This design comes from an exercise in tuning for small area on the open sky130 flow, not from production work.
The RTL was checked by simulation tests, not by an equivalence proof against the original design.
Power and IR drop assume default switching activity.

the baseline:
==> flow/design.v <==
`timescale 1ns/1ps
module uart_frame_trx(
  input         clk,
  input         rst_n,
  input  [1:0]  mode,
  input         isHigh,
  input  [31:0] datain,
  input  [31:0] extra_data,
  input  [31:0] one_more_data,
  output        tx,
  output        tx_busy,
  input         rx,
  output [16:0] freq_out,
  output [16:0] amp_out,
  output        frame_error,
  output        frame_sig,
  output [3:0]  led
);
reg  [7:0] k;
reg        started;    
reg  [4:0] st;         
reg  [7:0] dout;       
wire take = (k == 8'd251);
wire m11 = mode[0] & mode[1];
wire m1x = mode[0] ^ mode[1];
reg [7:0] nbyte;
always @* begin
  case (st[3:0])
    4'd0:  nbyte = 8'd80;
    4'd1:  nbyte = m11 ? (isHigh ? 8'd51 : 8'd52) : (isHigh ? 8'd49 : 8'd50);
    4'd2:  nbyte = datain[31:24];
    4'd3:  nbyte = datain[23:16];
    4'd4:  nbyte = datain[15:8];
    4'd5:  nbyte = datain[7:0];
    4'd6:  nbyte = m11 ? extra_data[31:24] : 8'd13;
    4'd7:  nbyte = m11 ? extra_data[23:16] : 8'd10;
    4'd8:  nbyte = extra_data[15:8];
    4'd9:  nbyte = extra_data[7:0];
    4'd10: nbyte = one_more_data[31:24];
    4'd11: nbyte = one_more_data[23:16];
    4'd12: nbyte = one_more_data[15:8];
    4'd13: nbyte = one_more_data[7:0];
    4'd14: nbyte = 8'd13;
    default: nbyte = 8'd10;
  endcase
end
always @(posedge clk or negedge rst_n) begin
  if (!rst_n) begin
    k <= 8'd252;
    started <= 1'b0;
    st <= 5'd0;
    dout <= 8'd0;
  end else begin
    k <= (k == 8'd254) ? 8'd0 : k + 8'd1;
    if (take) begin
      started <= 1'b1;
      if (m11) begin
        if (!st[4]) dout <= nbyte;
        st <= (st == 5'd15) ? 5'd0 : st + 5'd1;
      end else if (m1x) begin
        if (st[4:3] == 2'b00) dout <= nbyte;
        st <= (st == 5'd7) ? 5'd0 : st + 5'd1;
      end
    end
  end
end
reg txb;
always @* begin
  case (k[7:4])
    4'd0: txb = 1'b0;
    4'd1: txb = dout[0];
    4'd2: txb = dout[1];
    4'd3: txb = dout[2];
    4'd4: txb = dout[3];
    4'd5: txb = dout[4];
    4'd6: txb = dout[5];
    4'd7: txb = dout[6];
    4'd8: txb = dout[7];
    4'd9: txb = ^dout;
    default: txb = 1'b1;
  endcase
end
assign tx      = started ? txb : (k != 8'd252);
assign tx_busy = started & (k < 8'd168);
localparam [7:0] R_145  = 8'd145;
localparam [7:0] R_146  = 8'd146;
localparam [7:0] R_NEW  = 8'd147;
localparam [7:0] R_IDLE = 8'd148;
localparam [7:0] P_145  = 8'd153;
localparam [7:0] P_146  = 8'd154;
localparam [7:0] P_IDLE = 8'd156;
reg       rxbuf;
reg [7:0] rc;
wire       fall   = rxbuf & ~rx;
wire       sample = ~rc[7] & (rc[3:0] == 4'd15);
wire [2:0] bi     = rc[6:4];                                        
wire       win9   = (rc[7:3] == 5'b10000) | (rc == 8'd136);         
wire       win4   = (rc[7:2] == 6'b100000);                         
wire       clr    = (rc[7:3] == 5'b11111);                          
wire       step   = sample | win9;
wire       proc   = (rc == R_146) | (rc == P_146) | (rc == R_NEW);
always @(posedge clk or negedge rst_n) begin
  if (!rst_n) begin
    rxbuf <= 1'b1;
    rc <= R_IDLE;
  end else begin
    rxbuf <= rx;
    case (rc)
      8'd144:  rc <= fall ? P_145 : R_145;
      R_145:   rc <= fall ? P_146 : R_146;
      P_145:   rc <= R_NEW;
      R_146:   rc <= fall ? P_IDLE : R_IDLE;
      R_IDLE:  rc <= fall ? P_IDLE : R_IDLE;
      P_146:   rc <= 8'd247;
      P_IDLE:  rc <= 8'd247;
      R_NEW:   rc <= 8'd248;
      default: rc <= rc + 8'd1;
    endcase
  end
end
reg  [3:0]  fs;
reg         fsig, ferr, led2, led3;
reg  [11:0] acc_a;     
reg  [16:0] acc_f;     
reg  [16:0] fout;
reg  [11:0] aout;
reg  m;
wire expbit = fs[3] ? (fs[0] ? ((bi == 3'd0) | (bi == 3'd2) | (bi == 3'd3))
                             : ((bi == 3'd1) | (bi == 3'd3)))
                    : ((bi == 3'd4) | (bi == 3'd6));
always @(posedge clk)
  if (sample) m <= ((bi == 3'd0) | m) & (rx ~^ expbit);
reg  h1, h2, h3;       
reg  ca, cb;           
reg  bw;               
wire amp_dig  = (fs == 4'd1) | (fs == 4'd2);
wire freq_dig = (fs == 4'd5) | (fs == 4'd6) | (fs == 4'd7) | (fs == 4'd8);
wire first    = (fs == 4'd1) | (fs == 4'd5);
wire obit     = ~first & (amp_dig ? acc_a[0] : acc_f[0]);
wire c48      = (bi[2:1] == 2'b10);
wire dbit     = sample & (rx ^ c48 ^ bw);
wire bw_n     = (~rx & (c48 | bw)) | (c48 & bw);
wire s1       = h1 ^ h3 ^ dbit;
wire k1       = (h1 & h3) | (h1 & dbit) | (h3 & dbit);
wire sbit     = s1 ^ ca ^ cb;
wire k2       = (s1 & ca) | (s1 & cb) | (ca & cb);
always @(posedge clk) begin
  if (step | clr) begin
    h1 <= ~clr & obit;
    h2 <= ~clr & h1;
    h3 <= ~clr & h2;
    ca <= ~clr & k1;
    cb <= ~clr & k2;
    bw <= ~clr & bw_n;
  end
  if (amp_dig & (sample | win4)) acc_a <= {sbit, acc_a[11:1]};
  if (freq_dig & step)           acc_f <= {sbit, acc_f[16:1]};
end
wire cr_ok = (fs == 4'd11) & m;
wire lf_ok = (fs == 4'd12) & m;
always @(posedge clk or negedge rst_n) begin
  if (!rst_n) begin
    fs <= 4'd0;
    fsig <= 1'b0;
    ferr <= 1'b0;
    led2 <= 1'b1;
    led3 <= 1'b1;
    fout <= 17'd100;
    aout <= 12'd20;
  end else begin
    fsig <= proc & (cr_ok | lf_ok);
    if (proc) begin
      if (fs == 4'd0) begin
        if (m) fs <= 4'd1;
      end else if (fs == 4'd11) begin
        if (cr_ok) begin
          led2 <= 1'b0;
          fs <= 4'd12;
        end else begin
          ferr <= 1'b1;
          fs <= 4'd0;
        end
      end else if (fs == 4'd12) begin
        if (lf_ok) begin
          led3 <= 1'b0;
          fout <= acc_f;
          aout <= acc_a;
        end else
          ferr <= 1'b1;
        fs <= 4'd0;
      end else
        fs <= fs + 4'd1;
    end
  end
end
assign freq_out    = fout;
assign amp_out     = {5'd0, aout};
assign frame_error = ferr;
assign frame_sig   = fsig;
assign led         = {led3, led2, 2'b10};
endmodule
==> flow/config.mk <==
export PLATFORM = sky130hd
export DESIGN_NAME = uart_frame_trx
export DESIGN_NICKNAME = uart_frame_trx
export VERILOG_FILES = /design/flow/design.v
export SDC_FILE = /design/flow/constraint.sdc
export NUM_CORES = 4
export LEC_CHECK = 0
export CAP_MARGIN = 20
export CORE_MARGIN = 2
export CORE_UTILIZATION = 40
export CTS_BUF_LIST = sky130_fd_sc_hd__clkbuf_8
export SLEW_MARGIN = 20
==> flow/constraint.sdc <==
create_clock -name core_clock -period 10.0 [get_ports {clk}]
set_input_delay 2.0000 -clock core_clock [delete_from_list [all_inputs] [get_ports {clk}]]
set_output_delay 2.0000 -clock core_clock [all_outputs]
set_load 0.01 [all_outputs]
standard.sh (not shown) runs the stock make flow with config.mk's settings and CLKGATE_MAP_FILE= SYNTH_SCRIPT=/design/flow/synth_recipe.tcl, a recipe that flattens the netlist after the stock synthesis.
==> flow/flow/run.sh <==
#!/bin/bash
# Standard layout, with an area-oriented abc script in synthesis (adders
# left to abc rather than mapped to half/full-adder cells first) and the
# smallest buffer on the ports.
set -euo pipefail
W=$PWD
export FLOW_SYNTH_TCL=$W/synth_recipe.tcl
export AREA_ABC_SCRIPT=$W/flow/area.abc
export BUFFER_PORTS_ARGS="-buffer_cell sky130_fd_sc_hd__buf_1"
export CTS_ARGS="-sink_clustering_enable -repair_clock_nets -buf_list sky130_fd_sc_hd__clkbuf_8 -dont_use_dummy_load"
bash standard.sh SYNTH_SCRIPT=$W/flow/synth_area.tcl ADDER_MAP_FILE= synth > synth.log 2>&1
bash standard.sh SYNTH_SCRIPT=$W/flow/synth_area.tcl ADDER_MAP_FILE= finish > layout.log 2>&1
==> flow/flow/area.abc <==
strash
&get -n
&st
&deepsyn -T 60
&put
dch -f
amap -m -F 4 -A 8
==> flow/flow/synth_area.tcl <==
# The standard flow's synthesis script, with abc run on an area-oriented script instead of
# ORFS's speed script. Registers are mapped before abc, so they are unchanged.
proc abc {args} {
  set i [lsearch $args -script]
  if { $i >= 0 } {
    set args [lreplace $args $i [expr {$i + 1}] -script $::env(AREA_ABC_SCRIPT)]
  }
  puts "abc with area script: $args"
  yosys abc {*}$args
}
source $::env(FLOW_SYNTH_TCL)
Input-level comparison between the candidate and the baseline:
-- flow/design.v --
<<< the baseline, line 17
  output [3:0]  led
);
reg  [7:0] k;
reg        started;    
reg  [4:0] st;         
>>> the candidate, line 17
  output [3:0]  led
);
reg  [7:0] kq;         
wire [7:0] k = kq ^ 8'd252;
reg        started;    
reg  [4:0] st;         
<<< the baseline, line 47
always @(posedge clk or negedge rst_n) begin
  if (!rst_n) begin
    k <= 8'd252;
    started <= 1'b0;
    st <= 5'd0;
    dout <= 8'd0;
  end else begin
    k <= (k == 8'd254) ? 8'd0 : k + 8'd1;
    if (take) begin
      started <= 1'b1;
>>> the candidate, line 48
always @(posedge clk or negedge rst_n) begin
  if (!rst_n) begin
    kq <= 8'd0;
    started <= 1'b0;
    st <= 5'd0;
    dout <= 8'd0;
  end else begin
    kq <= ((k == 8'd254) ? 8'd0 : k + 8'd1) ^ 8'd252;
    if (take) begin
      started <= 1'b1;
<<< the baseline, line 90
localparam [7:0] P_146  = 8'd154;
localparam [7:0] P_IDLE = 8'd156;
reg       rxbuf;
reg [7:0] rc;
wire       fall   = rxbuf & ~rx;
wire       sample = ~rc[7] & (rc[3:0] == 4'd15);
wire [2:0] bi     = rc[6:4];                                        
>>> the candidate, line 91
localparam [7:0] P_146  = 8'd154;
localparam [7:0] P_IDLE = 8'd156;
reg       rxbufn;      
reg [7:0] rq;          
wire [7:0] rc = rq ^ R_IDLE;
reg [7:0] rc_n;
wire       fall   = ~rxbufn & ~rx;
wire       sample = ~rc[7] & (rc[3:0] == 4'd15);
wire [2:0] bi     = rc[6:4];                                        
<<< the baseline, line 100
wire       step   = sample | win9;
wire       proc   = (rc == R_146) | (rc == P_146) | (rc == R_NEW);
always @(posedge clk or negedge rst_n) begin
  if (!rst_n) begin
    rxbuf <= 1'b1;
    rc <= R_IDLE;
  end else begin
    rxbuf <= rx;
    case (rc)
      8'd144:  rc <= fall ? P_145 : R_145;
      R_145:   rc <= fall ? P_146 : R_146;
      P_145:   rc <= R_NEW;
      R_146:   rc <= fall ? P_IDLE : R_IDLE;
      R_IDLE:  rc <= fall ? P_IDLE : R_IDLE;
      P_146:   rc <= 8'd247;
      P_IDLE:  rc <= 8'd247;
      R_NEW:   rc <= 8'd248;
      default: rc <= rc + 8'd1;
    endcase
  end
end
>>> the candidate, line 103
wire       step   = sample | win9;
wire       proc   = (rc == R_146) | (rc == P_146) | (rc == R_NEW);
always @* begin
  case (rc)
    8'd144:  rc_n = fall ? P_145 : R_145;
    R_145:   rc_n = fall ? P_146 : R_146;
    P_145:   rc_n = R_NEW;
    R_146:   rc_n = fall ? P_IDLE : R_IDLE;
    R_IDLE:  rc_n = fall ? P_IDLE : R_IDLE;
    P_146:   rc_n = 8'd247;
    P_IDLE:  rc_n = 8'd247;
    R_NEW:   rc_n = 8'd248;
    default: rc_n = rc + 8'd1;
  endcase
end
always @(posedge clk or negedge rst_n) begin
  if (!rst_n) begin
    rxbufn <= 1'b0;
    rq <= 8'd0;
  end else begin
    rxbufn <= ~rx;
    rq <= rc_n ^ R_IDLE;
  end
end
Findings:
- The baseline reports its critical path class as flip-flop to primary output while the candidate reports flip-flop to flip-flop.
- Summary of the candidate over the baseline: first-pass GRT wire length increased 1.1 mm; top fanout value on the critical path increased 28; met1 routing resource usage after global routing increased 0.90 points.
- The candidate -> the baseline: portion of total power attributed to sequential cells flat
- Compared with the baseline, in the candidate non-clock inverter total of the final layout moved up; number of nets in the finished design moved up; die area moved up; die outline height moved up.

[port drivers added, routing unchanged]
Ports are ideal in the flow. The routed layouts listed here were re-timed in OpenROAD. Step 1: set_driving_cell puts a clkbuf_16 on clk and a buf_2 on each other input, an assumption about the parent block. Step 2 also shifts input and output timing later by t, the mid clock arrival at the registers, as if the neighbouring blocks saw the same clock. Slacks: no drivers / after step 1 / after step 2; pairs: no drivers / after step 1.
| run | shift t [ns] | slack for setup (ns) | worst setup path at the end | latest minus earliest clock arrival (ns) | worst slew at a driven data input, ns |
|---|---|---|---|---|---|
| the baseline | 0.380 | 5.945 / 5.912 / 6.292 | register to output | 0.033 / 0.032 | 0.06 |
| the candidate | 0.386 | 5.507 / 5.507 / 5.507 | register to register | 0.032 / 0.031 | 0.05 |
After both steps every run listed still meets setup and hold.
